This design comes from an exercise in tuning for small area, a short achievable clock period and few clock cycles on the open sky130 flow, not from production work. Only simulation tests tie the RTL to the original design; equivalence was not proved.

// JAM
module JAM (
    input CLK,
    input RST,
    output [2:0] W,
    output [2:0] J,
    input [6:0] Cost,
    output [3:0] MatchCount,
    output [9:0] MinCost,
    output reg Valid );
Size in the first run: ~0.019 mm2 of cells after synthesis.
export LEC_CHECK = 0
export ABC_AREA = 1
export CAP_MARGIN = 20
export CORE_MARGIN = 2
export CORE_UTILIZATION = 50
export GPL_ROUTABILITY_DRIVEN = 0
export PLACE_DENSITY = 0.65
export SETUP_SLACK_MARGIN = 5
export SLEW_MARGIN = 20
create_clock -name core_clock -period 10.0 [get_ports {CLK}]
standard.sh (not shown) runs the stock make flow with config.mk's settings and CLKGATE_MAP_FILE= SYNTH_SCRIPT=/design/flow/synth_recipe.tcl, a recipe that flattens the netlist after the stock synthesis.
==> flow/flow/run.sh <==
#!/bin/bash
# The standard layout (standard.sh: the standard synthesis, then ORFS to the
# final layout), with timing repair aiming at 6.0 ns of setup slack instead of
# config.mk's 5, so that it works further on the paths it shortens.
set -euo pipefail
sed 's/SETUP_SLACK_MARGIN=[0-9.]*/SETUP_SLACK_MARGIN=6.0/' standard.sh > standard_margin.sh
bash standard_margin.sh > standard.log 2>&1
The first run produced a clean layout.
Testbench counts at the start, summed over its fixed seeds: cycles 2,845.
==> next run, changes <==
--- a/flow/config.mk
+++ b/flow/config.mk
@@ -9,7 +9,6 @@
 export CAP_MARGIN = 20
 export CORE_MARGIN = 2
-export CORE_UTILIZATION = 50
-export GPL_ROUTABILITY_DRIVEN = 0
-export PLACE_DENSITY = 0.65
+export CORE_UTILIZATION = 60
+export PLACE_DENSITY = 0.72
 export SETUP_SLACK_MARGIN = 5
 export SLEW_MARGIN = 20
After rerunning: The new run ran to the end with no violations. Register-to-register slack is about the same. Global-route usage rose by 5.8 points. Wire length rose by about 0.55%. Clock-buffer cell count falls by 7.
==> next run, changes <==
==> flow/flow/run.sh (replaced) <==
#!/bin/bash
# The standard layout (standard.sh: the standard synthesis, then ORFS to the
# final layout), with timing repair aiming at 6.15 ns of setup slack instead of
# config.mk's 5, so that it works further on the paths it shortens.
set -euo pipefail
sed 's/SETUP_SLACK_MARGIN=[0-9.]*/SETUP_SLACK_MARGIN=6.15/' standard.sh > standard_margin.sh
bash standard_margin.sh > standard.log 2>&1
--- a/flow/config.mk
+++ b/flow/config.mk
@@ -9,6 +9,6 @@
 export CAP_MARGIN = 20
 export CORE_MARGIN = 2
-export CORE_UTILIZATION = 60
-export PLACE_DENSITY = 0.72
+export CORE_UTILIZATION = 50
+export PLACE_DENSITY = 0.65
 export SETUP_SLACK_MARGIN = 5
 export SLEW_MARGIN = 20
Effect:
- count of clock-buffer cells in the layout does not change
- final area goes up by 5.6%
- register-to-register slack improved by 0.04 ns
- final cell count goes up by 4.7%
- synthesized cell count stays the same
- synthesized area is unchanged
- die area goes up by 20%
==> next run, changes <==
==> flow/flow/run.sh (replaced) <==
#!/bin/bash
# The standard layout (standard.sh: the standard synthesis, then ORFS to the
# final layout), with timing repair aiming at 5.6 ns of setup slack instead of
# config.mk's 5, so that it works further on the paths it shortens.
set -euo pipefail
sed 's/SETUP_SLACK_MARGIN=[0-9.]*/SETUP_SLACK_MARGIN=5.6/' standard.sh > standard_margin.sh
bash standard_margin.sh > standard.log 2>&1
The changed run completed with no timing, DRC or antenna violations.
Clock skew climbs by 0.0040 ns.
Global-route usage drops by 0.28 points.
Synthesized cell count does not change.
Final area shrinks by about 9%.
Worst hold slack gains 0.0048 ns.
Cell count falls by about 3.2%.
First-iteration DRC count fell by 7.7%.

JAM, a different RTL version from the one above (not shown whole).
For scale: about 2,100 cells after synthesis, ~260 flip-flops, roughly 30 I/O pins, roughly 17,000 um^2 of cells after synthesis.
==> flow/design.v (excerpt) <==
module JAM (
    input CLK,
    input RST,
    output [2:0] W,
    output [2:0] J,
    input [6:0] Cost,
    output [3:0] MatchCount,
    output [9:0] MinCost,
    output reg Valid );
clock: 10.0 ns
lec_check: 0
abc_area: 1
cap_margin: 20
core_margin: 2
core_utilization: 50
place_density: 0.65
setup_slack_margin: 5
slew_margin: 20
==> flow/flow/run.sh <==
#!/bin/bash
# The standard layout (standard.sh: the standard synthesis, then ORFS to the
# final layout), with timing repair aiming at 6 ns of setup slack instead of
# config.mk's 5, so that it works further on the paths it shortens.
set -euo pipefail
sed 's/SETUP_SLACK_MARGIN=[0-9.]*/SETUP_SLACK_MARGIN=6/' standard.sh > standard_margin.sh
bash standard_margin.sh > standard.log 2>&1
The starting point finished clean.
Testbench counts at the start, summed over its fixed seeds: cycles 2,845.
Edit:
==> flow/run.sh (new file) <==
#!/bin/bash
# synth_recipe.tcl (not shown) runs the flow's synth.tcl, then flattens the netlist and writes it again
# the make line also repeats each setting of config.mk as NAME=value (left out here)
make -C /OpenROAD-flow-scripts/flow DESIGN_CONFIG=/design/flow/config.mk WORK_HOME=/design/flow/orfs CLKGATE_MAP_FILE= SYNTH_SCRIPT=/design/flow/synth_recipe.tcl finish
removed: flow/flow/run.sh
removed: flow/standard.sh
Outcome: Flip-flop and latch count is unchanged; wire length goes down by about 4%; critical path depth drops by 2; utilization went down by 6.4 points; worst hold slack stays flat; clock-buffer cell count grows by 10; design area fell by about 10%.
Edit:
--- a/flow/config.mk
+++ b/flow/config.mk
@@ -12,3 +12,3 @@
 export PLACE_DENSITY = 0.65
-export SETUP_SLACK_MARGIN = 5
+export SETUP_SLACK_MARGIN = 4
 export SLEW_MARGIN = 20
After rerunning:
- The changed run passed the timing, design-rule and antenna checks
- maximum frequency shrinks by about a fifth
- cell area shrinks by a few percent
- die area stays the same
- synthesized cell count stays the same
- clock-buffer cell count is unchanged
- flip-flop and latch count is unchanged

-- static timing again, ports no longer ideal --
No port has a modelled driver above. Below, the same layouts with a new extraction and two added sets of constraints. Step 1: set_driving_cell puts a clkbuf_16 on CLK and a buf_2 on each other input, an assumption about the parent block. Step 2 moves the port delays by t, midway between the first and last clock arrival at a register: inputs arrive t later, outputs are due t later. That takes back most of the time a late clock gives input paths. Slacks: ideal / step 1 / step 2; pairs: ideal / step 1.
| run | shift t [ns] | setup WS [ns] | hold WS [ns] | worst setup path at the end |
|---|---|---|---|---|
| the first run of note 1 | 0.625 | 5.953 / 5.953 / 5.449 | 0.471 / 0.471 / 0.471 | input to register |
| the second run of note 1 | 0.645 | 5.955 / 5.955 / 5.444 | 0.470 / 0.470 / 0.470 | input to register |
| the third run of note 1 | 0.631 | 5.992 / 5.992 / 5.455 | 0.475 / 0.475 / 0.475 | input to register |
| the fourth run of note 1 | 0.648 | 5.752 / 5.752 / 5.169 | 0.480 / 0.480 / 0.480 | input to register |
| the first run of note 2 | 0.633 | 4.999 / 4.999 / 4.999 | 0.471 / 0.471 / 0.471 | register to register |
| the second run of note 2 | 0.627 | 5.045 / 5.002 / 4.564 | 0.470 / 0.470 / 0.470 | input to register |
| the third run of note 2 | 0.623 | 4.125 / 4.074 / 3.952 | 0.470 / 0.470 / 0.470 | input to register |
After both steps every run listed still meets setup and hold. The setup slack of the fourth run of note 1, which loses most, moves by 0.000 ns with the drivers and by -0.583 ns with both steps.
